What follows belongs to an exercise in optimizing a design on an open flow for small area and a short achievable clock period; a production flow would make more cautious choices.
Where RTL was checked, it was by simulation tests only, not by an equivalence proof against the original.
Only the layout flow was run in runs 1 and 2; the RTL was not checked for function there.
No activity file was given, so power comes from the tool's default toggle rates.

`flow/design.v`:
```
module  LDL_hot2bin_pri_v1
#(parameter
    BIN_WIDTH =  4
   ,HOT_WIDTH = (1 << BIN_WIDTH)
)(
     input       [HOT_WIDTH -1:0]  x
   ,output reg   [BIN_WIDTH -1:0]  y
   ,output                         valid
);
always @* begin
    y = {BIN_WIDTH{1'b0}};
    for (int j=HOT_WIDTH -1; j>=0; j--)  
        if (x[j]) begin
            y = j[BIN_WIDTH -1:0];
        end
end
assign  valid =  |x;
endmodule  
module  LDL_bin2hot_v1
#(parameter
    BIN_WIDTH =  8
   ,HOT_WIDTH = (1<<BIN_WIDTH)
)(
     input                         en
   , input       [BIN_WIDTH -1:0]  x
   ,output reg   [HOT_WIDTH -1:0]  y
);
always @* begin
    y = {HOT_WIDTH{1'b0}};
    if (en) y[x] = 1'b1;
end
endmodule  
module  LDL_rr_v1
#(parameter
    BIN_WIDTH  =  3
   ,USER_WIDTH =  1
   ,REQ_WIDTH  = (1 << BIN_WIDTH)
)(
     input                          clk
   , input                          rst
   , input       [REQ_WIDTH -1:0]   req
   , input       [REQ_WIDTH -1:0][USER_WIDTH -1:0]  iuser
   , input                          ready
   ,output reg                      valid
   ,output       [REQ_WIDTH -1:0]   ack
   ,output reg   [BIN_WIDTH -1:0]   bin
   ,output reg   [USER_WIDTH -1:0]  ouser
);
reg  [REQ_WIDTH -1:0]  msb_mask;
always @* begin
    msb_mask = {REQ_WIDTH{1'b1}};
    msb_mask =  msb_mask << (bin + 1'b1);
end
reg  [REQ_WIDTH -1:0]  lsb_mask;
always @* begin
    lsb_mask = ~msb_mask;
    lsb_mask[bin] =  ~valid;  
end
wire [BIN_WIDTH -1:0]  msb_bin, lsb_bin, nx;
wire                   msb_vld, lsb_vld;
LDL_hot2bin_pri_v1 #(
        .BIN_WIDTH              ( BIN_WIDTH              )
    )
    msb_pri (
        .x                      ( req & msb_mask         ),  
        .y                      ( msb_bin                ),  
        .valid                  ( msb_vld                )   
    );
LDL_hot2bin_pri_v1 #(
        .BIN_WIDTH              ( BIN_WIDTH              )
    )
    lsb_pri (
        .x                      ( req & lsb_mask         ),  
        .y                      ( lsb_bin                ),  
        .valid                  ( lsb_vld                )   
    );
wire  vld = msb_vld | lsb_vld;
assign nx = msb_vld ? msb_bin : lsb_bin;
    always @(posedge clk, posedge rst)
begin
    if (rst) begin
        valid <=  1'b0;
        bin   <= { BIN_WIDTH{1'b0}};
        ouser <= {USER_WIDTH{1'b0}};
    end
    else if (~valid || ready) begin
        valid <= vld;
        if (vld) begin  
            bin <= nx;
            ouser <= iuser[nx];
        end
    end
end
LDL_bin2hot_v1 #(
        .BIN_WIDTH              ( BIN_WIDTH              ) 
    )
    bin2hot (
        .en                     ( valid                  ),  
        .x                      ( bin                    ),  
        .y                      ( ack                    )   
    );
endmodule  
module  LDL_rr_pri_v1
#(parameter
    BIN_WIDTH  =  5
   ,COS_WIDTH  =  3
   ,USER_WIDTH =  8
   ,REQ_WIDTH  = (1 << BIN_WIDTH)
)(
     input                          clk
   , input                          rst
   , input       [REQ_WIDTH -1:0]   req
   , input       [REQ_WIDTH*COS_WIDTH -1:0]  icos   
   , input       [REQ_WIDTH*USER_WIDTH -1:0]  iuser
   , input                          ready
   ,output       [REQ_WIDTH -1:0]   ack
   ,output reg   [BIN_WIDTH -1:0]   bin
   ,output reg                      valid
   ,output reg   [USER_WIDTH -1:0]  ouser
   ,output reg   [ COS_WIDTH -1:0]  ocos
);
reg  [COS_WIDTH -1:0]  max_cos;
reg  [REQ_WIDTH -1:0]  run;
always @* begin
    run = req;
    for (int b=COS_WIDTH-1; b>=0; b--) begin
        max_cos[b] = 1'b0;
        for (int i=0; i<REQ_WIDTH; i++)
            max_cos[b] = max_cos[b] | (run[i] & icos[i*COS_WIDTH + b]);
        for (int i=0; i<REQ_WIDTH; i++)
            run[i] = run[i] & (icos[i*COS_WIDTH + b] | ~max_cos[b]);
    end
end
wire  load = ~valid | ready;
wire [REQ_WIDTH -1:0]  cand = run & ~{1'b0, ack[REQ_WIDTH-2:0]} & {REQ_WIDTH{load}};
reg  [REQ_WIDTH -1:0]  upper;
always @* begin
    for (int i=0; i<REQ_WIDTH; i++)
        upper[i] = (i > bin) || (bin == REQ_WIDTH-1);
end
wire                   any_u = |(cand & upper);
wire                   any   = |cand;
wire [REQ_WIDTH -1:0]  pick  = cand & (upper | {REQ_WIDTH{~any_u}});
function automatic [REQ_WIDTH -1:0] pre_or(input [REQ_WIDTH -1:0] x);
    reg [REQ_WIDTH -1:0] p;
    p = x;
    for (int l=0; l<BIN_WIDTH; l++)
        for (int i=0; i<REQ_WIDTH; i++)
            if (i[l]) p[i] = p[i] | p[((i >> l) << l) - 1];
    pre_or = {p[REQ_WIDTH-2:0], 1'b0};
endfunction
wire [REQ_WIDTH -1:0]  gnt = pick & ~pre_or(pick);
reg  [BIN_WIDTH -1:0]  nx_bin;
reg  [USER_WIDTH -1:0] nx_user;
always @* begin
    nx_bin  = bin   & {BIN_WIDTH{~any}};
    nx_user = ouser & {USER_WIDTH{~any}};
    for (int i=0; i<REQ_WIDTH; i++) begin
        nx_bin  = nx_bin  | ({BIN_WIDTH{gnt[i]}} & i[BIN_WIDTH-1:0]);
        nx_user = nx_user | ({USER_WIDTH{gnt[i]}} & iuser[i*USER_WIDTH +: USER_WIDTH]);
    end
end
    always @(posedge clk, posedge rst)
begin
    if (rst) begin
        valid <= 1'b0;
        bin   <= {BIN_WIDTH{1'b0}};
        ocos  <= {COS_WIDTH{1'b0}};
        ouser <= {USER_WIDTH{1'b0}};
    end
    else begin
        valid <= any | ~load;
        bin   <= nx_bin;
        ocos  <= any ? max_cos : ocos;
        ouser <= nx_user;
    end
end
assign  ack = valid ? ({{(REQ_WIDTH-1){1'b0}}, 1'b1} << bin) : {REQ_WIDTH{1'b0}};
endmodule  
```
`flow/standard.sh`:
```
#!/bin/bash
# synth_recipe.tcl (not shown) runs the flow's synth.tcl, then flattens the netlist and writes it again
# the make line also repeats each setting of config.mk as NAME=value (left out here)
make -C /OpenROAD-flow-scripts/flow DESIGN_CONFIG=/design/flow/config.mk WORK_HOME=/design/flow/orfs CLKGATE_MAP_FILE= SYNTH_SCRIPT=/design/flow/synth_recipe.tcl "${@:-finish}"
```
`flow/config.mk`:
```
export PLATFORM = sky130hd
export DESIGN_NAME = LDL_rr_pri_v1
export DESIGN_NICKNAME = LDL_rr_pri_v1
export VERILOG_FILES = /design/flow/design.v
export SDC_FILE = /design/flow/constraint.sdc
export NUM_CORES = 4
export LEC_CHECK = 0
export CAP_MARGIN = 20
export CORE_AREA = 2 2 108 108
export DIE_AREA = 0 0 110 110
export SLEW_MARGIN = 20
```
`flow/flow/run.sh`:
```
#!/bin/bash
# Layout flow: the standard ORFS flow (standard.sh) with three changes:
#  - synthesis maps the logic with flow/area.abc (an area-oriented ABC script) instead of
#    ORFS's abc script; everything else in synthesis is the standard flow's own script, unchanged;
#  - the port buffers are the smallest plain buffer (buf_1);
#  - extra make settings from flow/knobs.txt, one NAME=value per line.
set -euo pipefail
W=$PWD
# The standard flow's synthesis script as standard.sh names it
ORIG=$(grep -o 'SYNTH_SCRIPT=[^ ]*' standard.sh | head -1 | cut -d= -f2- | tr -d "'")
cat > "$W/my_synth.tcl" <<EOT
proc abc {args} {
  set i [lsearch -exact \$args -script]
  if {\$i >= 0} { lset args [expr {\$i + 1}] {$W/flow/area.abc} }
  yosys abc {*}\$args
}
source {$ORIG}
EOT
KNOBS=()
if [[ -f flow/knobs.txt ]]; then
  while IFS= read -r l; do [[ -n "$l" ]] && KNOBS+=("$l"); done < flow/knobs.txt
fi
bash standard.sh "SYNTH_SCRIPT=$W/my_synth.tcl" \
  "BUFFER_PORTS_ARGS=-buffer_cell sky130_fd_sc_hd__buf_1" "${KNOBS[@]}" finish > standard.log 2>&1
```
`flow/flow/area.abc`:
```
strash
dc2
&get -n
&st
&dch -f
&nf -R 100
&put
topo
buffer -c
upsize -c
dnsize -c
```
`flow/flow/knobs.txt`:
```
PLACE_PINS_ARGS=-min_distance 1 -min_distance_in_tracks
```
`flow/constraint.sdc`:
```
create_clock -name core_clock -period 60.0 [get_ports {clk}]
set_input_delay 12.0000 -clock core_clock [delete_from_list [all_inputs] [get_ports {clk}]]
set_output_delay 12.0000 -clock core_clock [all_outputs]
set_load 0.01 [all_outputs]
```
==> out/metrics.yaml, run 1 <==
num_rows: 38
grt_max_degree: 40
slowest_stage: "nor3_1"
final_cell_count_no_fill: 1251
antenna_found_initial: 0
min_path_type: "reg -> reg"
maxSlewViolCount: 0
multi_input_area_um2: 4000
rsz0062_at_grt: "no"
mappedNetlistNets: 1080
synth_area_um2: 4690
gp_congestion: 1.07
hold_violations: 0
cts_root_buf: "clkbuf_8"
skew_ns: 0.00604
diodes: 0
grt_use_total: 0.422
core_area_um2: 10900
finalInstanceArea_um2: 6480
crit_type: "in -> reg"
crit_fanout: 39
synth-seq-area-share: 0.0907
yosys_warnings: 1
p_leak_nw: 2.33
tightest_slew_ns: 1.14
dp_hpwl_um: 24300
irDropWorstVdd_v: 0.0000271
grt_pass1_vias: 7477
fmax_mhz: 45.7
setup_viol: 0
post_cts_buffers: 0
firstDrtPassIters: 10
postPlaceCellArea_um2: 6440
dp_cells: 1247
postSynthAreaPerCell_um2: 6.77
ys_types: 54
initial_core_util: 0.431
io_pins: 436
drive_gt1_frac: 0.0378
grt_pass1_wl_um: 39700
final_nets: 1499
grt-ovfl-total: 0
path_clk_slew_ns: 0.07
synth_ff_type: "dfrtp_1"
wl_um: 28400
required_ns: 60.19
die_h_um: 110
wire_per_inst_um: 22.7
clock_path_buffers: 2
synth_edf_count: 0
power.density_nw_per_um2: 24.4
die_area_um2: 12100
ys_ff_latch: 17
area_growth_pct: 38.3
route.detailed.drc: 0
htree_levels: 1
layout.area.seq_um2: 425
insertion_delay_ns: 0.25
end_kind: "flip-flop"
holdWs_ns: 0.515
tns_ns: 0
viasPerCell: 6.78
drv_cap: 0
arrival_ns: 22.05
period_needed_ns: 21.86
cp_common_cell: "nand2b_1"
vias: 8487
min_period_over_period: 0.364
port_buffers: 435
status: "timing/DRC/antenna clean"
die_x_um: 110
fillerInstances: 1073
final_antenna_net_count: 0
ctsHoldBuffers: 0
r2r_slack_ns: 52.43
async_flop_share: 1.00
clock-sinks: 17
cts_resized: 0
syn_inst: 693
drt_iter0_markers: 1809
relSlewSlack: 0.237
cts_tree: "built"
worst_path_largest_cell_delay_ns: 0.96
startpoint_type: "primary input"
cts_made_buffers: 3
[flip-flops by register name (all words and copies together), names as in the netlist]
name,cells
bin,5
ocos,3
ouser,8
valid,1
[report_power, final]
group	leakage [nW]	internal, W	switching (W)	total (W)
Clock	0.0255	0.00000460	0.00000372	0.00000833
Sequential	0.202	0.0000167	0.00000861	0.0000253
Combinational	2.10	0.0000466	0.0000783	0.000125
[cells in the final DEF, fill, tap and decap left out, drive strengths merged, types with 2 or more instances in the layout]
master	Yosys	routed
a211oi	3	3
a21boi	4	4
a21oi	15	15
a221o	64	64
a221oi	26	26
a222oi	25	25
a22o	8	8
a22oi	25	25
and2	3	3
and3	6	6
buf	14	449
clkbuf	21	3
dfrtp	17	17
inv	23	23
nand2	70	70
nand2b	9	9
nand3	30	30
nand3b	3	3
nand4	19	19
nor2	102	102
nor2b	9	9
nor3	11	11
nor3b	3	3
nor4	37	37
nor4b	9	9
o2111ai	3	3
o211ai	13	13
o21a	39	39
o21ai	54	54
o221a	3	3
o22ai	5	5
o31ai	3	3
or2	6	6
or3	4	4
or4	2	2
[critical path, delay by kind of cell]
kind                   cells  cell delay [ns]
AO/OA/AOI/OAI             12             2.54
buffers and inverters      4             0.91
AND/OR/NAND/NOR           29             6.56
[per-layer routing]
metal,track usage,vias to the layer above,routed length (µm)
li1,-,3693,-
met1,0.552,3714,10600
met2,0.650,876,12000
met3,0.111,204,4170
met4,0.183,0,1660
met5,0,-,0
[path summary, 6_finish.rpt]
check	to	cells after the start	from
worst max-delay path	ouser[0]$_DFF_PP0_	45	req[16]
worst min-delay path	ocos[2]$_DFFE_PP0P_	2	ocos[2]$_DFFE_PP0P_
worst max register to register	ouser[4]$_DFF_PP0_	28	bin[0]$_DFF_PP0_
worst min register to register	ocos[2]$_DFFE_PP0P_	2	ocos[2]$_DFFE_PP0P_
max in group asynchronous	ocos[0]$_DFFE_PP0P_	2	rst
min in group asynchronous	ocos[2]$_DFFE_PP0P_	2	rst
[stage by stage]
step	power, W	util	setup WS, ns
6_report	0.000158	0.595	38.14
3_5_place_dp	0.000144	0.591	38.29
2_1_floorplan	0.000100	-	40.31
3_3_place_gp	0.000145	0.590	38.17
4_1_cts	0.000153	0.595	38.52
5_1_grt	0.000168	0.595	37.27
[cell usage after synthesis (all sizes together), types with 8 or more instances]
cell    count  area, µm²
nand2b      9       56.3
o21a       39        293
inv        23       86.3
nor2      102        385
nor4b       9       97.6
nand2      70        263
nand3      30        150
a22o        8       70.1
buf        14        106
clkbuf     21       78.8
dfrtp      17        425
o21ai      54        270
nor2b       9       56.3
nor3       11       77.6
a21oi      15       75.1
a221oi     26        234
a221o      64        641
nor4       37        272
a22oi      25        188
o211ai     13       97.6
a222oi     25        250
nand4      19        119
[final cells by class]
class	count	area share
multi-input combinational	618	0.618
clock buffer	3	0.00637
timing repair buffer	449	0.269
inverter	23	0.0133
clock inverter	1	0.000772
tap	140	0.0270
sequential	17	0.0656
[kinds of logic (layout without fill, tap and decap cells)]
kind of cell / after synthesis / in the layout / share of synthesized area
compound gates: 294 / 294 / 0.495
buf+inv: 58 / 476 / 0.0579
simple gates: 324 / 324 / 0.357
flops: 17 / 17 / 0.0907
==> run 2, diff against run 1 <==
==> flow/flow/area.abc (replaced) <==
strash
dc2
dch -f
map -D 5000
topo
stime -c
buffer -c
upsize -c -D 5000
dnsize -c -D 5000
--- a/flow/config.mk
+++ b/flow/config.mk
@@ -7,5 +7,5 @@
 export LEC_CHECK = 0
 export CAP_MARGIN = 20
-export CORE_AREA = 2 2 108 108
-export DIE_AREA = 0 0 110 110
+export CORE_AREA = 2 2 148 148
+export DIE_AREA = 0 0 150 150
 export SLEW_MARGIN = 20
removed: flow/flow/knobs.txt
==> out/metrics.yaml, run 2 <==
area_growth_pct: 36.8
fin_total_pwr_w: 0.000173  # +9.2%
status: "timing/DRC/antenna clean"
synth_edf_count: 0  # unchanged
maxSlewViolCount: 0  # unchanged
synthTopCellsByCount: "nand2_1, inv_1, nor2_1"
required_ns: 60.18  # about the same
final_cell_mix: "buf_1, nand2_1, inv_1"
viasPerCell: 5.47  # -19%
final_antenna_net_count: 0  # unchanged
dp_slack_ns: 38.34  # +0.0491 ns
worst_path_largest_cell_delay_ns: 0.74  # -0.22 ns
rsz0062_at_grt: "no"
die_x_um: 150  # +36%
path_clk_slew_ns: 0.05  # -0.02 ns
initial_core_util: 0.261  # -0.169
postPlaceCellArea_um2: 7380  # +15%
arrival_ns: 21.76  # -0.29 ns
synth_top_area_frac: 0.142  # +0.00527
grt_pass1_vias: 8885  # +19%
syn_inst: 1000  # +44%
synth_area_leaders: "nand2_1, inv_1, dfrtp_1"
drive_gt1_frac: 0.0351  # -0.00267
synth-seq-area-share: 0.0777  # -0.0130
postSynthAreaPerCell_um2: 5.48  # -19%
reg.largest.list: "ouser (8), bin (5), ocos (3)"
layout_setup_ws_ns: 38.42  # +0.276 ns
yosys_warnings: 1  # unchanged
grt_pass1_wl_um: 53200  # +34%
grt_max_degree: 23  # -43%
cts_made_buffers: 3  # unchanged
gp_congestion: 1.04  # -3.4%
tightest_slew_ns: 1.00  # -0.134 ns
final_nets: 1811  # +21%
startpoint_type: "primary input"
p_leak_nw: 3.10  # +33%
largest_register_ffs: 8  # unchanged
ctsHoldBuffers: 0  # unchanged
min_path_type: "reg -> reg"
mostFrequentLayoutCell: "buf_1"
drv_cap: 0  # unchanged
r2r_slack_ns: 52.42  # about the same
crit_end: "ouser[0]$_DFF_PP0_"
power.density_nw_per_um2: 23.1  # -5.5%
finalInstanceArea_um2: 7490  # +16%
post_cts_buffers: 0  # unchanged
ys_ff_latch: 17  # unchanged
dp_hpwl_um: 32900  # +36%
cp_num_buf_inv: 2  # -2
setup_viol: 0  # unchanged
cp.depth: 42  # -6.7%
period_needed_ns: 21.58  # -0.276 ns
num_rows: 53  # +39%
worstReg2RegStart: "bin[2]$_DFF_PP0_"
die_area_um2: 22500  # +86%
slowest_stage: "nor2_1"
wl_um: 37800  # +33%
firstDrtPassIters: 6  # -4
skew_ns: 0.000705  # -0.00533 ns
mappedNetlistNets: 1387  # +28%
antenna_found_initial: 5  # +5
crit_fanout: 22  # -44%
synth_area_um2: 5480  # +17%
irDropWorstVdd_v: 0.00000992  # -63%
port_buffers: 435  # unchanged
clock_path_buffers: 2  # unchanged
relSlewSlack: 0.332  # +0.0950
vias: 9307  # +9.7%
crit_path_start: "icos[50]"
grt_use_total: 0.316  # -0.106
holdWs_ns: 0.515  # -0.000123 ns
cts_root_buf: "clkbuf_16"
cts_tree: "built"
cts_resized: 0  # unchanged
critPathTopFamily: "simple AND/OR/NAND/NOR gates"
grt-ovfl-total: 0  # unchanged
yosysMostFrequentCell: "nand2_1"
cp_common_cell: "nand2_1"
fmax_mhz: 46.3  # +1.3%
ys_types: 52  # -3.7%
largest-register: "ouser"
insertion_delay_ns: 0.25  # about the same
yosys.area.top_type: "nand2_1"
regToRegEndpoint: "ouser[3]$_DFF_PP0_"
end_kind: "flip-flop"
r2r_cells: 25  # -11%
async_flop_share: 1.00  # unchanged
die_h_um: 150  # +36%
route.detailed.drc: 0  # unchanged
crit_type: "in -> reg"
core_area_um2: 21000  # +92%
clock-sinks: 17  # unchanged
min_period_over_period: 0.360  # -0.00460
hold_violations: 0  # unchanged
drt_iter0_markers: 793  # -56%
htree_levels: 1  # unchanged
min_path_cells: 2  # unchanged
tns_ns: 0  # unchanged
wire_per_inst_um: 22.2  # -2.3%
io_pins: 436  # unchanged
fillerInstances: 2549  # +140%
synth_ff_type: "dfrtp_1"
run 2: kinds of logic after synthesis:
family | count (synthesis) | synth area share
flops | 17 | 0.0777
compound gates | 290 | 0.358
buf+inv | 220 | 0.160
simple gates | 473 | 0.404
run 2: layout make-up:
class / count / area, µm² / share of cell area
Multi-Input combinational cell: 763 / 4210 / 0.561
Timing Repair Buffer: 442 / 1690 / 0.225
Inverter: 197 / 739 / 0.0987
Sequential cell: 17 / 425 / 0.0568
Tap cell: 275 / 344 / 0.0459
Clock buffer: 4 / 78.8 / 0.0105
Antenna cell: 5 / 12.5 / 0.00167
run 2: power breakdown:
part,total [W],switching (W),internal (W)
Sequential,0.0000254,0.00000871,0.0000167
Combinational,0.000134,0.0000940,0.0000401
Clock,0.0000136,0.00000458,0.00000903
Total,0.000173,0.000107,0.0000658
run 2: through the flow:
step,instances,utilization
finish,1703,0.357
global route,1703,0.357
CTS,1698,0.356
detailed placement,1694,0.352
global placement,1694,0.352
floorplan,1000,-
run 2: worst min-delay path by stage:
stage | endpoint | from
5_1_grt | ocos[1]$_DFFE_PP0P_ | ocos[1]$_DFFE_PP0P_
3_5_place_dp | ocos[1]$_DFFE_PP0P_ | ocos[1]$_DFFE_PP0P_
4_1_cts | ocos[1]$_DFFE_PP0P_ | ocos[1]$_DFFE_PP0P_
2_1_floorplan | ocos[0]$_DFFE_PP0P_ | ocos[0]$_DFFE_PP0P_
6_report | ocos[1]$_DFFE_PP0P_ | ocos[1]$_DFFE_PP0P_
3_3_place_gp | ocos[1]$_DFFE_PP0P_ | ocos[1]$_DFFE_PP0P_
run 2: per-layer routing:
| metal | GRT usage | part of all wire | up-vias |
|---|---|---|---|
| met4 | 0.111 | 0.040 | 0 |
| met2 | 0.560 | 0.48 | 618 |
| met1 | 0.377 | 0.37 | 4244 |
| met3 | 0.0622 | 0.10 | 89 |
| li1 | - | - | 4356 |
| met5 | 0 | 0 | - |
run 2: worst register-to-register path, stage by stage, from the launching register on:
cell and delay (ns):
dfrtp_1 0.57, inv_1 0.38, nor2_1 0.08, a21oi_1 0.80
inv_1 0.23, a21oi_1 0.27, o22ai_1 0.16, a2111oi_0 0.69
and3_1 0.72, inv_2 0.27, a21oi_1 0.41, nor3_2 0.10
nand2_1 0.14, inv_1 0.05, nand2_1 0.06, clkinv_1 0.30
nand2_1 0.16, o2111ai_1 0.11, a221oi_1 0.37, nand2_1 0.10
a221oi_1 0.23, nand2_1 0.11, a221oi_1 0.32, nand2_1 0.08
a221oi_1 0.54, nand4_1 0.18
==> run 3, diff against run 2 <==
--- a/flow/design.v
+++ b/flow/design.v
@@ -142,13 +142,6 @@
 wire                   any   = |cand;
 wire [REQ_WIDTH -1:0]  pick  = cand & (upper | {REQ_WIDTH{~any_u}});
-function automatic [REQ_WIDTH -1:0] pre_or(input [REQ_WIDTH -1:0] x);
-    reg [REQ_WIDTH -1:0] p;
-    p = x;
-    for (int l=0; l<BIN_WIDTH; l++)
-        for (int i=0; i<REQ_WIDTH; i++)
-            if (i[l]) p[i] = p[i] | p[((i >> l) << l) - 1];
-    pre_or = {p[REQ_WIDTH-2:0], 1'b0};
-endfunction
-wire [REQ_WIDTH -1:0]  gnt = pick & ~pre_or(pick);
+wire [REQ_WIDTH -1:0]  gnt;
+LDL_rr_first32 first (.x(pick), .y(gnt));
 reg  [BIN_WIDTH -1:0]  nx_bin;
 reg  [USER_WIDTH -1:0] nx_user;
@@ -178,2 +171,15 @@
 assign  ack = valid ? ({{(REQ_WIDTH-1){1'b0}}, 1'b1} << bin) : {REQ_WIDTH{1'b0}};
 endmodule  
+module  LDL_rr_first32 (
+     input       [31:0]  x
+   ,output       [31:0]  y
+);
+reg  [31:0]  p;
+always @* begin
+    p = x;
+    for (int l=0; l<5; l++)
+        for (int i=0; i<32; i++)
+            if (i[l]) p[i] = p[i] | p[((i >> l) << l) - 1];
+end
+assign  y = x & ~{p[30:0], 1'b0};
+endmodule  
==> flow/flow/run.sh (replaced) <==
#!/bin/bash
# Layout flow: the standard ORFS flow (standard.sh) with these changes:
#  - synthesis maps the logic with ABC scripts of our own: the modules named in
#    flow/fast_modules.txt with flow/fast.abc, then everything else with
#    flow/area.abc; the rest of synthesis is the standard flow's own script, unchanged;
#  - the port buffers are the smallest plain buffer (buf_1);
#  - extra make settings from flow/knobs.txt, one NAME=value per line.
set -euo pipefail
W=$PWD
# The standard flow's synthesis script as standard.sh names it
ORIG=$(grep -o 'SYNTH_SCRIPT=[^ ]*' standard.sh | head -1 | cut -d= -f2- | tr -d "'")
FAST=""
if [[ -f flow/fast_modules.txt ]]; then FAST=$(tr '\n' ' ' < flow/fast_modules.txt); fi
cat > "$W/my_synth.tcl" <<EOT
proc abc {args} {
  set i [lsearch -exact \$args -script]
  set fast \$args
  set area \$args
  if {\$i >= 0} {
    lset fast [expr {\$i + 1}] {$W/flow/fast.abc}
    lset area [expr {\$i + 1}] {$W/flow/area.abc}
  }
  foreach m {$FAST} { yosys abc {*}\$fast \$m }
  yosys abc {*}\$area
}
source {$ORIG}
EOT
KNOBS=()
if [[ -f flow/knobs.txt ]]; then
  while IFS= read -r l; do [[ -n "$l" ]] && KNOBS+=("$l"); done < flow/knobs.txt
fi
bash standard.sh "SYNTH_SCRIPT=$W/my_synth.tcl" \
  "BUFFER_PORTS_ARGS=-buffer_cell sky130_fd_sc_hd__buf_1" "${KNOBS[@]}" finish > standard.log 2>&1
==> flow/flow/area.abc (replaced) <==
strash
dc2
&get -n
&st
&dch -f
&nf -R 100
&put
topo
buffer -c
upsize -c
dnsize -c
==> flow/flow/fast.abc (new file) <==
strash
dch
map -B 0.9
topo
stime -c
buffer -c
upsize -c
dnsize -c
==> flow/flow/fast_modules.txt (new file) <==
LDL_rr_first32
--- a/flow/config.mk
+++ b/flow/config.mk
@@ -10,2 +10,3 @@
 export DIE_AREA = 0 0 150 150
 export SLEW_MARGIN = 20
+export SYNTH_HIERARCHICAL = 1
==> out/metrics.yaml, run 3 <==
firstDrtPassIters: 10  # +4
die_x_um: 150  # unchanged
async_flop_share: 1.00  # unchanged
mostFrequentLayoutCell: "buf_1"
end_kind: "flip-flop"
met2_usage: 0.485  # -0.0747
gp_congestion: 1.06  # +2.0%
synth_xor_area_frac: 0  # unchanged
grt_use_total: 0.335  # +0.0199
drive_gt1_frac: 0.0352  # +0.0000742
hold_violations: 0  # unchanged
vias: 8861  # -4.8%
synthAdderAreaFrac: 0  # unchanged
port_buffers: 435  # unchanged
synth_top_area_frac: 0.133  # -0.00938
tightest_slew_ns: 1.14  # +0.142 ns
route.detailed.drc: 0  # unchanged
cts_tree: "built"
largest_register_ffs: 8  # unchanged
clock-sinks: 17  # unchanged
fillerInstances: 2486  # -2.5%
worst_path_largest_cell_delay_ns: 1.17  # +0.43 ns
synth_top_family_by_area: "compound AO/OA/AOI/OAI gates"
wire_per_inst_um: 28.5  # +28%
drv_cap: 0  # unchanged
antenna_found_initial: 1  # -4
maxSlewViolCount: 0  # unchanged
crit_fanout: 54  # +150%
period_needed_ns: 20.93  # -0.655 ns
grt_use_met1: 0.471  # +0.0938
largest-register: "ouser"
synth_edf_count: 0  # unchanged
p_leak_nw: 2.21  # -29%
synth-compound-area-share: 0.498  # +0.140
yosysMostFrequentCell: "nor2_1"
ctsHoldBuffers: 0  # unchanged
synthTopCellsByCount: "nor2_1, o21ai_0, a222oi_1"
die_area_um2: 22500  # unchanged
rsz0062_at_grt: "no"
synthSimpleGateAreaFrac: 0.327  # -0.0776
postSynthAreaPerCell_um2: 6.37  # +16%
grt-ovfl-total: 0  # unchanged
slowest_stage: "a21oi_1"
synthMuxAreaShare: 0  # unchanged
yosys_warnings: 8  # +7
grt_pass1_wl_um: 55400  # +4.1%
post_cts_buffers: 0  # unchanged
power.density_nw_per_um2: 22.5  # -2.7%
cts_resized: 0  # unchanged
core_area_um2: 21000  # unchanged
postPlaceCellArea_um2: 6550  # -11%
status: "timing/DRC/antenna clean"
final_antenna_net_count: 0  # unchanged
dp_slack_ns: 39.21  # +0.873 ns
required_ns: 60.14  # -0.04 ns
tns_ns: 0  # unchanged
drt_iter0_markers: 1721  # +120%
relSlewSlack: 0.234  # -0.0976
diodes: 0  # -5
layout_setup_ws_ns: 39.07  # +0.655 ns
yosys.area.top_type: "a222oi_1"
ys_types: 50  # -3.8%
path_clk_slew_ns: 0.07  # +0.02 ns
arrival_ns: 21.07  # -0.69 ns
cts_root_buf: "clkbuf_16"
crit_type: "in -> reg"
irDropWorstVdd_v: 0.00000958  # -3.5%
dp_hpwl_um: 33600  # +2.1%
initial_core_util: 0.227  # -0.0342
final_nets: 1524  # -16%
insertion_delay_ns: 0.26  # about the same
final_cell_mix: "buf_1, nor2_1, o21ai_0"
clock_path_buffers: 2  # unchanged
ys_ff_latch: 17  # unchanged
skew_ns: 0.0104  # +0.00973 ns
startpoint_type: "primary input"
top_usage_layer: "met2"
wl_um: 40300  # +6.4%
viasPerCell: 6.28  # +15%
grt_pass1_vias: 8040  # -9.5%
syn_inst: 747  # -25%
reg.largest.list: "ouser (8), bin (5), ocos (3)"
cts_made_buffers: 3  # unchanged
fmax_mhz: 47.8  # +3.1%
setup_viol: 0  # unchanged
htree_levels: 1  # unchanged
min_period_over_period: 0.349  # -0.0109
die_h_um: 150  # unchanged
finalInstanceArea_um2: 6660  # -11%
synth_area_leaders: "a222oi_1, dfrtp_1, nor2_1"
num_rows: 53  # unchanged
synth-seq-area-share: 0.0894  # +0.0117
synth_area_um2: 4760  # -13%
grt_max_degree: 55  # +140%
area_growth_pct: 39.9
use_met3: 0.121  # +0.0588
synth_ff_type: "dfrtp_1"
mappedNetlistNets: 1134  # -18%
min_path_type: "reg -> reg"
io_pins: 436  # unchanged
## run 3: power by group
part	leakage [nW]	switching (W)	internal, W
clock	0.0409	0.00000559	0.00000897
combinational	1.97	0.0000748	0.0000332
sequential	0.199	0.0000113	0.0000159
## run 3: logic make-up (layout without fill, tap and decap cells)
group           count (synthesis)  in the layout
compound gates                328            328
simple gates                  304            304
buf+inv                        98            487
flops                          17             17
## run 3: worst max-delay path, delay by kind of cell
family,cells,cell delay (ns)
buffers and inverters,4,0.96
AND/OR/NAND/NOR,16,3.58
AO/OA/AOI/OAI,12,4.49
## run 3: final timing paths
kind | from | endpoint | slack, ns | cells past startpoint
max in group asynchronous | rst | bin[4]$_DFF_PP0_ | 47.64 | 2
setup / recovery | icos[80] | ouser[3]$_DFF_PP0_ | 39.07 | 32
min in group asynchronous | rst | ouser[1]$_DFF_PP0_ | 11.86 | 2
setup reg to reg | bin[4]$_DFF_PP0_ | ouser[3]$_DFF_PP0_ | 52.90 | 19
hold reg to reg | ouser[7]$_DFF_PP0_ | ouser[7]$_DFF_PP0_ | 0.51 | 2
hold / removal | ouser[7]$_DFF_PP0_ | ouser[7]$_DFF_PP0_ | 0.51 | 2
## run 3: area by class of cell
type | instances | area, µm² | area share
clock buffers | 3 | 75.1 | 0.0113
well taps | 275 | 344 | 0.0517
flip-flops and latches | 17 | 425 | 0.0639
clock inverters | 1 | 5.00 | 0.000752
inverters | 38 | 143 | 0.0214
repair buffers | 445 | 1730 | 0.259
multi-input cells | 632 | 3940 | 0.592
## run 3: layer usage
| metal | share of wire | wire (µm) |
|---|---|---|
| met3 | 0.15 | 6190 |
| met5 | 0.00032 | 13 |
| met2 | 0.42 | 17000 |
| met1 | 0.39 | 15800 |
| met4 | 0.031 | 1250 |
## run 3: modules after synthesis (local to each module, per instance)
module | flip-flops and latches | copies in the design | cell area (µm²)
LDL_rr_pri_v1 | 17 | 1 | 4260
LDL_rr_first32 | 0 | 1 | 494
## run 3: stage by stage
step	total power, W	cells	util	hold slack (ns)
5_1_grt	0.000158	1411	0.318	0.548
3_3_place_gp	0.000132	1406	0.313	0.480
4_1_cts	0.000146	1410	0.316	0.506
6_report	0.000150	1411	0.318	0.510
2_1_floorplan	0.0000874	747	-	0.501
3_5_place_dp	0.000131	1406	0.313	0.493
==> run 4, diff against run 3 <==
==> flow/flow/area.abc (replaced) <==
strash
dc2
&get -n
&st
&dch -f
&nf -R 50
&put
topo
buffer -c
upsize -c
dnsize -c
--- a/flow/config.mk
+++ b/flow/config.mk
@@ -9,4 +9,4 @@
 export CORE_AREA = 2 2 148 148
 export DIE_AREA = 0 0 150 150
-export SLEW_MARGIN = 20
+export SLEW_MARGIN = 70
 export SYNTH_HIERARCHICAL = 1
==> out/metrics.yaml, run 4 <==
largest_register_ffs: 8  # unchanged
switching_share: 0.617  # +0.00511
gp_congestion: 1.07  # +1.4%
status: "timing/DRC/antenna clean"
irDropWorstVdd_v: 0.0000142  # +48%
grt_pass1_wl_um: 56400  # +1.8%
required_ns: 60.14  # about the same
startpoint_type: "primary input"
r2r_cells: 22  # +3
grt_use_total: 0.344  # +0.00885
end_kind: "flip-flop"
drv_cap: 0  # unchanged
grt_pass1_vias: 8189  # +1.9%
ys_ff_latch: 17  # unchanged
largest-register: "ouser"
tightest_slew_ns: 0.484  # -0.660 ns
fmax_mhz: 49.6  # +3.7%
yosys.area.top_type: "a222oi_1"
yosys_warnings: 8  # unchanged
die_h_um: 150  # unchanged
grt_use_met1: 0.491  # +0.0206
die_area_um2: 22500  # unchanged
synth_area_um2: 4790  # +0.63%
dp_hpwl_um: 34700  # +3.2%
ys_types: 53  # +6.0%
arrival_ns: 20.32  # -0.75 ns
die_x_um: 150  # unchanged
setup_viol: 0  # unchanged
num_rows: 53  # unchanged
min_path_cells: 2  # unchanged
power_frac_comb: 0.747  # +0.026
cts_root_buf: "clkbuf_16"
met2_usage: 0.501  # +0.0158
area_growth_pct: 48.1
grt_max_degree: 42  # -24%
synth_top_area_frac: 0.132  # -0.000831
layout.area.seq_um2: 432  # +1.5%
clkPwrFrac: 0.089  # -0.008
reg.largest.list: "ouser (8), bin (5), ocos (3)"
p_leak_nw: 2.28  # +3.0%
min_path_type: "reg -> reg"
final_nets: 1543  # +1.2%
hold_violations: 0  # unchanged
firstDrtPassIters: 10  # unchanged
cts_resized: 0  # unchanged
drt_iter0_markers: 1728  # +0.41%
top_usage_layer: "met2"
pwr-share-seq: 0.165  # -0.017
io_pins: 436  # unchanged
r2r_slack_ns: 54.07  # +1.17 ns
mappedNetlistNets: 1135  # +0.088%
viasPerCell: 6.31  # +0.47%
rsz0062_at_grt: "no"
crit_type: "in -> reg"
cts_made_buffers: 3  # unchanged
final_cell_mix: "buf_1, nor2_1, a222oi_1"
skew_ns: 0.00988  # -0.000557 ns
path_clk_slew_ns: 0.06  # about the same
worst_path_largest_cell_delay_ns: 0.60  # -0.57 ns
switchingPower_w: 0.000100  # +9.2%
final_antenna_net_count: 0  # unchanged
htree_levels: 1  # unchanged
drive_gt1_frac: 0.0866  # +0.0514
synth_area_leaders: "a222oi_1, dfrtp_1, nor2_1"
port_buffers: 435  # unchanged
synthTopCellsByCount: "nor2_1, a222oi_1, o21ai_0"
fillerInstances: 2475  # -0.44%
post_cts_buffers: 0  # unchanged
multi_input_area_um2: 4250  # +7.8%
vias: 9029  # +1.9%
holdWs_ns: 0.502  # -0.00792 ns
mostFrequentLayoutCell: "buf_1"
crit_fanout: 41  # -24%
wire_per_inst_um: 28.9  # +1.2%
postSynthAreaPerCell_um2: 6.40  # +0.50%
syn_inst: 748  # +0.13%
tns_ns: 0  # unchanged
yosysMostFrequentCell: "nor2_1"
slowest_stage: "clkdlybuf4s50_1"
power.density_nw_per_um2: 22.9  # +1.7%
synth_edf_count: 0  # unchanged
async_flop_share: 1.00  # unchanged
ctsHoldBuffers: 0  # unchanged
antenna_found_initial: 4  # +3
relSlewSlack: 0.676  # +0.442
core_area_um2: 21000  # unchanged
grt-ovfl-total: 0  # unchanged
maxSlewViolCount: 0  # unchanged
min_period_over_period: 0.336  # -0.0125
cts_tree: "built"
period_needed_ns: 20.18  # -0.750 ns
synth_ff_type: "dfrtp_1"
route.detailed.drc: 0  # unchanged
initial_core_util: 0.229  # +0.00143
synth-seq-area-share: 0.0888  # -0.000561
clock-sinks: 17  # unchanged
wl_um: 41300  # +2.7%
insertion_delay_ns: 0.26  # about the same
use_met3: 0.111  # -0.0101
clock_path_buffers: 2  # unchanged
internal-power_w: 0.0000620  # +6.9%
-- run 4: cell count changes after synthesis, moves of 2 or more --
| cell | change |
|---|---|
| nor3_1 | +4 |
| o21bai_1 | +4 |
| nor2_1 | +2 |
| o21ai_1 | +3 |
| o22ai_1 | -3 |
| nor3_4 | +2 |
| inv_1 | -2 |
| nor3_2 | -2 |
| nand3_1 | -2 |
| a21oi_1 | -4 |
| clkbuf_1 | -3 |
| or3_1 | -2 |
| o21ai_0 | -4 |
-- run 4: cell families (layout without fill, tap and decap cells) --
kind of cell | count (synthesis) | in the layout | share of synthesized area
AOI/OAI and AO/OA | 325 | 325 | 0.493
and+or+nand+nor | 309 | 309 | 0.334
buffers and inverters | 97 | 504 | 0.0841
DFF | 17 | 17 | 0.0888
other | 0 | 1 | 0
-- run 4: metrics by stage --
step	power, W	setup slack (ns)	instances	area, µm²	utilization
6_report	0.000162	39.82	1431	7090	0.338
5_1_grt	0.000170	39.50	1431	7090	0.338
3_5_place_dp	0.000141	39.80	1420	6920	0.330
3_3_place_gp	0.000135	39.60	1411	6610	0.316
4_1_cts	0.000157	40.06	1424	7000	0.334
2_1_floorplan	0.0000887	42.50	748	4790	-
-- run 4: worst max-delay path: cells and delay by family --
family	cells	cell delay (ns)
buf+inv	9	2.84
simple gates	18	3.25
compound gates	8	2.20
-- run 4: Yosys stat by module, one instance, submodules excluded --
module / cell area [µm²] / copies in the design / flip-flops and latches / cells
LDL_rr_first32: 494 / 1 / 0 / 102
LDL_rr_pri_v1: 4290 / 1 / 17 / 646
-- run 4: path summary, 6_finish.rpt --
| kind | from | end |
|---|---|---|
| setup / recovery | icos[59] | ouser[2]$_DFF_PP0_ |
| setup reg to reg | bin[4]$_DFF_PP0_ | ouser[2]$_DFF_PP0_ |
| hold reg to reg | ouser[7]$_DFF_PP0_ | ouser[7]$_DFF_PP0_ |
| hold / removal | ouser[7]$_DFF_PP0_ | ouser[7]$_DFF_PP0_ |
| min in group asynchronous | rst | bin[2]$_DFF_PP0_ |
| max in group asynchronous | rst | bin[3]$_DFF_PP0_ |
-- run 4: power groups by stage --
| stage | Combinational, W | Clock, W | Sequential [W] |
|---|---|---|---|
| floorplan | 0.0000676 | 0 | 0.0000211 |
| global placement | 0.000109 | 0 | 0.0000255 |
| detailed placement | 0.000115 | 0 | 0.0000260 |
| CTS | 0.000116 | 0.0000147 | 0.0000260 |
| global route | 0.000128 | 0.0000147 | 0.0000273 |
| finish | 0.000121 | 0.0000144 | 0.0000267 |
-- run 4: layer usage --
| metal | up-vias | wire length (µm) |
|---|---|---|
| li1 | 3848 | - |
| met5 | - | 33 |
| met2 | 740 | 17700 |
| met4 | 6 | 941 |
| met3 | 92 | 5680 |
| met1 | 4343 | 16900 |
-- run 4: area by class of cell --
cell class	count	share of cell area
multi-input combinational	634	0.599
clock buffer	3	0.0106
timing repair buffer	463	0.260
tap	275	0.0485
antenna	1	0.000353
clock inverter	1	0.000706
inverter	37	0.0199
sequential	17	0.0609
==> run 5, diff against run 4 <==
==> flow/flow/area.abc (replaced) <==
strash
dc2
&get -n
&st
&dch -f
&nf -R 100
&put
topo
buffer -c
upsize -c
dnsize -c
==> out/metrics.yaml, run 5 <==
crit_fanout: 54  # +32%
syn_inst: 747  # -0.13%
die_x_um: 150  # unchanged
layout_setup_ws_ns: 40.49  # +0.664 ns
postSynthAreaPerCell_um2: 6.37  # -0.49%
largest-register: "ouser"
tns_ns: 0  # unchanged
dp_cells: 1418  # -0.14%
setup_viol: 0  # unchanged
synth_edf_count: 0  # unchanged
pwr-share-seq: 0.178  # +0.013
worst_path_largest_cell_delay_ns: 0.48  # -0.12 ns
skew_ns: 0.00941  # -0.000465 ns
topRoutingLayerUsed: "met5"
maxSlewViolCount: 0  # unchanged
viasPerCell: 6.33  # +0.26%
fmax_mhz: 51.2  # +3.4%
holdWs_ns: 0.506  # +0.00466 ns
insertion_delay_ns: 0.25  # about the same
synth-seq-area-share: 0.0894  # +0.000561
crit_type: "in -> reg"
clkPwrFrac: 0.087  # -0.002
ys_types: 50  # -5.7%
area_growth_pct: 47.5
period_needed_ns: 19.51  # -0.664 ns
cts_root_buf: "clkbuf_16"
htree_levels: 1  # unchanged
vias: 9002  # -0.30%
final_antenna_net_count: 0  # unchanged
internal-power_w: 0.0000607  # -2.1%
power.density_nw_per_um2: 22.7  # -0.75%
p_leak_nw: 2.26  # -1.0%
synth_top_area_frac: 0.133  # +0.000831
wl_met1_um: 15800  # -6.5%
final_cell_count_no_fill: 1423  # -0.56%
post_cts_buffers: 0  # unchanged
grt_pass1_vias: 8154  # -0.43%
status: "timing/DRC/antenna clean"
io_pins: 436  # unchanged
port_buffers: 435  # unchanged
mostFrequentLayoutCell: "buf_1"
synth_ff_type: "dfrtp_1"
drive_gt1_frac: 0.0767  # -0.00993
largest_register_ffs: 8  # unchanged
cp_common_cell: "nand4_1"
gp_congestion: 1.06  # -1.4%
hold_violations: 0  # unchanged
diodes: 0  # -1
min_path_cells: 1  # -1
path_clk_slew_ns: 0.06  # about the same
cts_tree: "built"
antenna_found_initial: 2  # -2
wire_per_inst_um: 28.2  # -2.4%
min_path_type: "reg -> reg"
irDropWorstVdd_v: 0.0000125  # -12%
rsz0062_at_grt: "no"
num_rows: 53  # unchanged
synthTopCellsByCount: "nor2_1, o21ai_0, a222oi_1"
yosys.area.top_type: "a222oi_1"
relSlewSlack: 0.673  # -0.00398
ctsHoldBuffers: 0  # unchanged
async_flop_share: 1.00  # unchanged
final_nets: 1536  # -0.45%
core_area_um2: 21000  # unchanged
switchingPower_w: 0.0000986  # -1.5%
r2r_cells: 20  # -9.1%
reg.largest.list: "ouser (8), bin (5), ocos (3)"
synth_area_um2: 4760  # -0.63%
wl_um: 40100  # -3.0%
grt_max_degree: 55  # +31%
clock_path_buffers: 2  # unchanged
min_period_over_period: 0.325  # -0.0111
dp_hpwl_um: 33600  # -3.0%
mappedNetlistNets: 1134  # -0.088%
min_from: "ouser[1]$_DFF_PP0_"
synth_area_leaders: "a222oi_1, dfrtp_1, nor2_1"
route.detailed.drc: 0  # unchanged
ys_ff_latch: 17  # unchanged
clock-sinks: 17  # unchanged
drv_cap: 0  # unchanged
final_cell_mix: "buf_1, nor2_1, a222oi_1"
yosysMostFrequentCell: "nor2_1"
switching_share: 0.619  # +0.00148
crit_path_start: "icos[80]"
slowest_stage: "a21oi_4"
initial_core_util: 0.227  # -0.00143
cts_made_buffers: 3  # unchanged
end_kind: "flip-flop"
required_ns: 60.14  # about the same
fillerInstances: 2425  # -2.0%
die_area_um2: 22500  # unchanged
wl_met3_um: 6150  # +8.3%
die_h_um: 150  # unchanged
drt_iter0_markers: 1757  # +1.7%
power_frac_comb: 0.735  # -0.012
dp_slack_ns: 40.17  # +0.370 ns
grt_pass1_wl_um: 54900  # -2.8%
wl_met2_um: 16600  # -6.1%
yosys_warnings: 8  # unchanged
cts_resized: 0  # unchanged
utilization: 0.335  # -0.00340
grt-ovfl-total: 0  # unchanged
firstDrtPassIters: 9  # -1
worstReg2RegStart: "bin[4]$_DFF_PP0_"
grt_use_total: 0.332  # -0.0120
arrival_ns: 19.65  # -0.67 ns
startpoint_type: "primary input"
tightest_slew_ns: 0.487  # +0.00337 ns
==> run 5: cell families (layout without fill, tap and decap cells) <==
logic type	Yosys count	after routing	synth area share
buffers and inverters	98	499	0.0857
AOI/OAI and AO/OA	328	328	0.498
and+or+nand+nor	304	304	0.327
DFF	17	17	0.0894
==> run 5: worst max-delay path, delay by kind of cell <==
family | cells | cell delay [ns]
AOI/OAI and AO/OA | 13 | 3.38
and+or+nand+nor | 15 | 2.87
buffers and inverters | 6 | 1.38
==> run 5: area by class of cell <==
cell class	instances	area, µm²	share of cell area
Inverter	38	145	0.0207
Sequential cell	17	434	0.0619
Clock inverter	1	5.00	0.000713
Clock buffer	3	75.1	0.0107
Timing Repair Buffer	457	1770	0.252
Multi-Input combinational cell	632	4240	0.605
Tap cell	275	344	0.0490
==> run 5: worst paths after layout <==
kind,end,slack [ns]
max,ouser[3]$_DFF_PP0_,40.49
min,ouser[1]$_DFF_PP0_,0.51
max reg2reg,ouser[3]$_DFF_PP0_,54.31
min reg2reg,ouser[1]$_DFF_PP0_,0.51
max in group asynchronous,bin[3]$_DFF_PP0_,48.07
min in group asynchronous,bin[2]$_DFF_PP0_,11.69
==> run 5: metal layers <==
layer,vias up,GRT usage
met3,124,0.119
met2,798,0.473
met4,4,0.0995
met1,4234,0.465
li1,3842,-
met5,-,0
==> run 5: modules after synthesis (local to each module, per instance) <==
module,flip-flops and latches,cells,area [µm²],copies in the design
LDL_rr_pri_v1,17,645,4260,1
LDL_rr_first32,0,102,494,1
==> run 5: metrics by stage <==
step | area, µm² | power, W
after floorplan | 4760 | 0.0000874
after global placement | 6550 | 0.000132
after detailed placement | 6870 | 0.000139
after CTS | 6950 | 0.000154
after global routing | 7020 | 0.000168
final | 7020 | 0.000159
==> run 5: power by group through the flow <==
stage,Clock [W],Sequential (W),Combinational (W)
3_3_place_gp,0,0.0000266,0.000105
5_1_grt,0.0000145,0.0000290,0.000125
3_5_place_dp,0,0.0000271,0.000112
4_1_cts,0.0000145,0.0000270,0.000113
2_1_floorplan,0,0.0000212,0.0000662
6_report,0.0000139,0.0000283,0.000117
==> run 6, diff against run 5 <==
--- a/flow/config.mk
+++ b/flow/config.mk
@@ -9,4 +9,4 @@
 export CORE_AREA = 2 2 148 148
 export DIE_AREA = 0 0 150 150
-export SLEW_MARGIN = 70
+export SLEW_MARGIN = 60
 export SYNTH_HIERARCHICAL = 1
==> out/metrics.yaml, run 6 <==
die_x_um: 150  # unchanged
synth_top_area_frac: 0.133  # unchanged
drt_iter0_markers: 1798  # +2.3%
wire_per_inst_um: 28.4  # +0.86%
htree_levels: 1  # unchanged
arrival_ns: 20.38  # +0.73 ns
antenna_found_initial: 2  # unchanged
core_area_um2: 21000  # unchanged
power.density_nw_per_um2: 22.7  # +0.16%
yosys.area.top_type: "a222oi_1"
final_nets: 1528  # -0.52%
rsz0062_at_grt: "no"
post_cts_buffers: 0  # unchanged
synth-seq-area-share: 0.0894  # unchanged
slowest_stage: "o21ai_0"
clock-sinks: 17  # unchanged
wl_um: 40300  # +0.43%
maxSlewViolCount: 0  # unchanged
initial_core_util: 0.227  # unchanged
final_cell_mix: "buf_1, nor2_1, a222oi_1"
gp_congestion: 1.06  # unchanged
min_period_over_period: 0.337  # +0.0119
crit_type: "in -> reg"
irDropWorstVdd_v: 0.00000946  # -24%
mostFrequentLayoutCell: "buf_1"
synth_ff_type: "dfrtp_1"
cts_made_buffers: 3  # unchanged
worst_path_largest_cell_delay_ns: 0.55  # +0.07 ns
grt_use_total: 0.333  # +0.000404
status: "timing/DRC/antenna clean"
synthTopCellsByCount: "nor2_1, o21ai_0, a222oi_1"
tightest_slew_ns: 0.635  # +0.148 ns
clock_path_buffers: 2  # unchanged
async_flop_share: 1.00  # unchanged
grt-ovfl-total: 0  # unchanged
largest_register_ffs: 8  # unchanged
yosys_warnings: 8  # unchanged
p_leak_nw: 2.22  # -1.6%
drive_gt1_frac: 0.0588  # -0.0179
finalInstanceArea_um2: 6850  # -2.4%
final_antenna_net_count: 0  # unchanged
num_rows: 53  # unchanged
skew_ns: 0.0127  # +0.00331 ns
ys_types: 50  # unchanged
insertion_delay_ns: 0.27  # +0.02 ns
synth_area_um2: 4760  # unchanged
min_path_type: "reg -> reg"
die_h_um: 150  # unchanged
yosysMostFrequentCell: "nor2_1"
dp_hpwl_um: 33600  # about the same
io_pins: 436  # unchanged
mappedNetlistNets: 1134  # unchanged
ys_ff_latch: 17  # unchanged
synth_area_leaders: "a222oi_1, dfrtp_1, nor2_1"
die_area_um2: 22500  # unchanged
hold_violations: 0  # unchanged
startpoint_type: "primary input"
viasPerCell: 6.28  # -0.79%
ctsHoldBuffers: 0  # unchanged
vias: 8893  # -1.2%
grt_max_degree: 55  # unchanged
grt_pass1_vias: 8078  # -0.93%
fillerInstances: 2444  # +0.78%
r2r_slack_ns: 54.00  # -0.31 ns
cts_root_buf: "clkbuf_16"
relSlewSlack: 0.572  # -0.100
synth_edf_count: 0  # unchanged
postPlaceCellArea_um2: 6720  # -2.3%
area_growth_pct: 44.0
end_kind: "flip-flop"
path_clk_slew_ns: 0.07  # about the same
crit_fanout: 54  # unchanged
postSynthAreaPerCell_um2: 6.37  # unchanged
firstDrtPassIters: 11  # +2
required_ns: 60.15  # about the same
grt_pass1_wl_um: 54500  # -0.59%
reg.largest.list: "ouser (8), bin (5), ocos (3)"
route.detailed.drc: 0  # unchanged
largest-register: "ouser"
fin_total_pwr_w: 0.000156  # -2.2%
tns_ns: 0  # unchanged
drv_cap: 0  # unchanged
cts_tree: "built"
setup_viol: 0  # unchanged
multi_input_area_um2: 4120  # -3.0%
period_needed_ns: 20.23  # +0.713 ns
layout.area.seq_um2: 428  # -1.4%
port_buffers: 435  # unchanged
fmax_mhz: 49.4  # -3.5%
cts_resized: 0  # unchanged
syn_inst: 747  # unchanged
==> run 6: critical path, delay by kind of cell <==
kind                   cells  cell delay, ns
AO/OA/AOI/OAI             14            4.06
AND/OR/NAND/NOR           15            3.14
buffers and inverters      5            1.11
==> run 6: per-module statistics from Yosys, one instance, submodules excluded <==
module	flops+latches	cells
LDL_rr_first32	0	102
LDL_rr_pri_v1	17	645
==> run 6: logic make-up after synthesis <==
kind of cell / after synthesis / share of synthesized area
DFF: 17 / 0.0894
AOI/OAI and AO/OA: 328 / 0.498
buffers and inverters: 98 / 0.0857
and+or+nand+nor: 304 / 0.327
==> run 6: power by group <==
part / internal [W] / leakage [nW] / switching (W)
registers: 0.0000161 / 0.196 / 0.0000115
logic: 0.0000342 / 1.99 / 0.0000795
clock network: 0.00000898 / 0.0409 / 0.00000560
==> run 6: final timing paths <==
| check | to | cells after the start | start |
|---|---|---|---|
| setup / recovery | ouser[3]$_DFF_PP0_ | 34 | req[26] |
| hold / removal | ouser[7]$_DFF_PP0_ | 2 | ouser[7]$_DFF_PP0_ |
| setup reg to reg | ouser[3]$_DFF_PP0_ | 20 | bin[2]$_DFF_PP0_ |
| hold reg to reg | ouser[7]$_DFF_PP0_ | 2 | ouser[7]$_DFF_PP0_ |
| max in group asynchronous | bin[4]$_DFF_PP0_ | 2 | rst |
| min in group asynchronous | ouser[3]$_DFF_PP0_ | 2 | rst |
==> run 6: final cells by class <==
cell class                      count  area share
Multi-Input combinational cell    632       0.601
Timing Repair Buffer              449       0.253
Sequential cell                    17      0.0625
Tap cell                          275      0.0502
Inverter                           38      0.0208
Clock buffer                        3      0.0110
Clock inverter                      1    0.000731
Antenna cell                        2    0.000731
==> run 6: metal layers <==
metal | wire length, µm | vias up | track usage
met1 | 15800 | 4162 | 0.457
met2 | 16900 | 808 | 0.474
met3 | 6270 | 94 | 0.133
met5 | 79 | - | 0.0273
met4 | 1270 | 2 | 0.0920
li1 | - | 3827 | -
==> run 6: stage by stage <==
step,setup WS (ns),util,hold WS [ns],std cells
floorplan,42.50,-,0.501,747
global placement,39.24,0.313,0.480,1406
detailed placement,39.82,0.321,0.492,1410
CTS,40.06,0.324,0.505,1414
global route,39.24,0.327,0.547,1415
finish,39.77,0.327,0.522,1417
==> run 7, diff against run 6 <==
--- a/flow/flow/run.sh
+++ b/flow/flow/run.sh
@@ -5,4 +5,6 @@
 #    flow/area.abc; the rest of synthesis is the standard flow's own script, unchanged;
 #  - the port buffers are the smallest plain buffer (buf_1);
+#  - the cells in flow/area_dont_use.txt (one per line) are kept out of the
+#    flow/area.abc mapping;
 #  - extra make settings from flow/knobs.txt, one NAME=value per line.
 set -euo pipefail
@@ -10,4 +12,8 @@
 # The standard flow's synthesis script as standard.sh names it
 ORIG=$(grep -o 'SYNTH_SCRIPT=[^ ]*' standard.sh | head -1 | cut -d= -f2- | tr -d "'")
+AREA_DU=""
+if [[ -f flow/area_dont_use.txt ]]; then
+  while IFS= read -r c; do [[ -n "$c" ]] && AREA_DU+=" -dont_use $c"; done < flow/area_dont_use.txt
+fi
 FAST=""
 if [[ -f flow/fast_modules.txt ]]; then FAST=$(tr '\n' ' ' < flow/fast_modules.txt); fi
@@ -22,5 +28,5 @@
   }
   foreach m {$FAST} { yosys abc {*}\$fast \$m }
-  yosys abc {*}\$area
+  yosys abc {*}\$area$AREA_DU
 }
 source {$ORIG}
==> flow/flow/area_dont_use.txt (new file) <==
sky130_fd_sc_hd__nor4_1
sky130_fd_sc_hd__nor4b_1
sky130_fd_sc_hd__nor4bb_1
--- a/flow/config.mk
+++ b/flow/config.mk
@@ -9,4 +9,4 @@
 export CORE_AREA = 2 2 148 148
 export DIE_AREA = 0 0 150 150
-export SLEW_MARGIN = 60
+export SLEW_MARGIN = 70
 export SYNTH_HIERARCHICAL = 1
==> out/metrics.yaml, run 7 <==
reg.largest.list: "ouser (8), bin (5), ocos (3)"
insertion_delay_ns: 0.26  # about the same
synth_ff_type: "dfrtp_1"
yosys_warnings: 8  # unchanged
synthSimpleGateAreaFrac: 0.329  # +0.00181
setup_viol: 0  # unchanged
viasPerCell: 6.29  # +0.25%
cts_root_buf: "clkbuf_16"
min_period_over_period: 0.329  # -0.00819
path_clk_slew_ns: 0.07  # about the same
mostFrequentLayoutCell: "buf_1"
synth_top_family_by_area: "compound AO/OA/AOI/OAI gates"
cts_tree: "built"
arrival_ns: 19.85  # -0.53 ns
largest-register: "ouser"
initial_core_util: 0.230  # +0.00275
post_cts_buffers: 0  # unchanged
dp_hpwl_um: 35100  # +4.4%
largest_register_ffs: 8  # unchanged
yosys.area.top_type: "a222oi_1"
r2r_slack_ns: 53.88  # -0.12 ns
firstDrtPassIters: 10  # -1
synth_xor_area_frac: 0  # unchanged
cts_made_buffers: 3  # unchanged
synth_edf_count: 0  # unchanged
clock_path_buffers: 2  # unchanged
ctsHoldBuffers: 0  # unchanged
synthMuxAreaShare: 0  # unchanged
synth_area_um2: 4820  # +1.2%
slowest_stage: "or4_4"
crit_type: "in -> reg"
startpoint_type: "primary input"
utilization: 0.336  # +0.00937
io_pins: 436  # unchanged
synth-compound-area-share: 0.485  # -0.0127
gp_congestion: 1.05  # -0.94%
worst_path_largest_cell_delay_ns: 0.61  # +0.06 ns
period_needed_ns: 19.74  # -0.491 ns
ys_ff_latch: 17  # unchanged
drv_cap: 0  # unchanged
die_area_um2: 22500  # unchanged
end_kind: "flip-flop"
die_x_um: 150  # unchanged
required_ns: 60.11  # -0.04 ns
synth_area_leaders: "a222oi_1, dfrtp_1, nor2_1"
synthAdderAreaFrac: 0  # unchanged
tightest_slew_ns: 0.459  # -0.176 ns
diodes: 0  # -2
synth_top_area_frac: 0.131  # -0.00158
drive_gt1_frac: 0.0751  # +0.0163
rsz0062_at_grt: "no"
crit_fanout: 33  # -39%
final_cell_mix: "buf_1, nor2_1, a222oi_1"
wl_um: 41100  # +2.1%
cts_resized: 0  # unchanged
relSlewSlack: 0.694  # +0.122
irDropWorstVdd_v: 0.0000127  # +34%
grt_max_degree: 34  # -38%
hold_violations: 0  # unchanged
power.density_nw_per_um2: 23.3  # +2.5%
grt_pass1_vias: 8585  # +6.3%
antenna_found_initial: 1  # -1
grt-ovfl-total: 0  # unchanged
tns_ns: 0  # unchanged
area_growth_pct: 46.3
status: "timing/DRC/antenna clean"
die_h_um: 150  # unchanged
core_area_um2: 21000  # unchanged
final_antenna_net_count: 0  # unchanged
async_flop_share: 1.00  # unchanged
p_leak_nw: 2.29  # +3.1%
wire_per_inst_um: 28.4  # about the same
mappedNetlistNets: 1162  # +2.5%
ys_types: 48  # -4.0%
skew_ns: 0.0133  # +0.000587 ns
drt_iter0_markers: 1666  # -7.3%
synth-seq-area-share: 0.0883  # -0.00107
fillerInstances: 2459  # +0.61%
route.detailed.drc: 0  # unchanged
maxSlewViolCount: 0  # unchanged
clock-sinks: 17  # unchanged
grt_pass1_wl_um: 56600  # +3.8%
num_rows: 53  # unchanged
syn_inst: 775  # +3.7%
final_nets: 1560  # +2.1%
grt_use_total: 0.341  # +0.00858
min_path_type: "reg -> reg"
fmax_mhz: 50.7  # +2.5%
postSynthAreaPerCell_um2: 6.21  # -2.4%
cp_common_cell: "nand4_1"
port_buffers: 435  # unchanged
vias: 9104  # +2.4%
synthTopCellsByCount: "nor2_1, nor3_1, a222oi_1"
yosysMostFrequentCell: "nor2_1"
htree_levels: 1  # unchanged
run 7: cell types whose count changed after synthesis, sizes merged, moves of 3 or more:
cell and change:
inv +10, o21ai +9, nor2 +6, nand3 +5, a211o -6, o21bai +3
o211ai -3, a21oi -3, o2111ai +3, nor4 -16, nor3 +17, nand4 -4
a22oi +3
run 7: power breakdown:
part           internal [W]  leakage [nW]  switching [W]
sequential        0.0000165         0.193      0.0000110
clock            0.00000894        0.0409     0.00000513
combinational     0.0000359          2.06      0.0000867
run 7: worst paths after layout:
| kind | startpoint | cells past startpoint | endpoint |
|---|---|---|---|
| max | icos[14] | 35 | ouser[5]$_DFF_PP0_ |
| min | ouser[1]$_DFF_PP0_ | 2 | ouser[1]$_DFF_PP0_ |
| max reg2reg | bin[4]$_DFF_PP0_ | 21 | ouser[5]$_DFF_PP0_ |
| min reg2reg | ouser[1]$_DFF_PP0_ | 2 | ouser[1]$_DFF_PP0_ |
| max in group asynchronous | rst | 2 | bin[0]$_DFF_PP0_ |
| min in group asynchronous | rst | 2 | ouser[1]$_DFF_PP0_ |
run 7: kinds of logic after synthesis:
family,count (synthesis)
buffers and inverters,111
AND/OR/NAND/NOR,321
flip-flops,17
AO/OA/AOI/OAI,326
run 7: per-layer routing:
layer | up-vias | global-route usage | wire (µm)
li1 | 3880 | - | -
met1 | 4310 | 0.476 | 16400
met2 | 785 | 0.494 | 17200
met3 | 123 | 0.119 | 5980
met4 | 6 | 0.0882 | 1360
met5 | - | 0.0341 | 107
run 7: worst max-delay path, delay by kind of cell:
kind | cells | cell delay [ns]
compound gates | 12 | 2.84
buf+inv | 5 | 1.40
simple gates | 18 | 3.57
run 7: Yosys stat by module, one instance, submodules excluded:
| module | flops+latches | area, µm² |
|---|---|---|
| LDL_rr_first32 | 0 | 494 |
| LDL_rr_pri_v1 | 17 | 4320 |
run 7: layout make-up:
type,count,area [µm²],share of cell area
multi-input combinational,647,4240,0.601
timing repair buffer,454,1760,0.250
sequential,17,433,0.0614
tap,275,344,0.0488
inverter,50,190,0.0270
clock buffer,3,75.1,0.0107
clock inverter,1,5.00,0.000710
run 7: through the flow:
stage / total power (W) / instance area [µm²] / hold WS, ns / std cells / setup WS (ns)
global route: 0.000175 / 7050 / 0.555 / 1447 / 39.99
detailed placement: 0.000145 / 6940 / 0.516 / 1442 / 40.41
floorplan: 0.0000902 / 4820 / 0.552 / 775 / 42.44
global placement: 0.000137 / 6570 / 0.518 / 1429 / 39.38
CTS: 0.000159 / 7020 / 0.529 / 1446 / 40.66
finish: 0.000164 / 7050 / 0.532 / 1447 / 40.26

## re-timing with driven ports
Ports are ideal in the flow. The routed layouts listed here were re-timed in OpenROAD. Step 1, drivers: a clkbuf_16 drives clk and a buf_2 each remaining input, both assumed. Step 2 moves the port delays by t, midway between the first and last clock arrival at a register: inputs arrive t later, outputs are due t later. That takes back most of the time a late clock gives input paths. Three values: ideal ports, drivers, drivers and shift; two values: the first two.
run | t, ns | setup WS [ns] | latest minus earliest clock arrival (ns) | slew at the worst register clock pin (ns)
run 1 | 0.271 | 38.141 / 38.139 / 37.868 | 0.006 / 0.006 | 0.07 / 0.07
run 2 | 0.279 | 38.417 / 38.407 / 38.128 | 0.001 / 0.000 | 0.05 / 0.05
run 3 | 0.293 | 39.072 / 39.082 / 38.789 | 0.011 / 0.011 | 0.07 / 0.07
run 4 | 0.291 | 39.822 / 39.824 / 39.533 | 0.010 / 0.010 | 0.06 / 0.06
run 5 | 0.283 | 40.485 / 40.487 / 40.204 | 0.009 / 0.010 | 0.06 / 0.06
run 6 | 0.292 | 39.773 / 39.781 / 39.489 | 0.013 / 0.014 | 0.07 / 0.07
run 7 | 0.282 | 40.264 / 40.273 / 39.990 | 0.013 / 0.013 | 0.07 / 0.07
After both steps setup and hold are still met in every run listed.
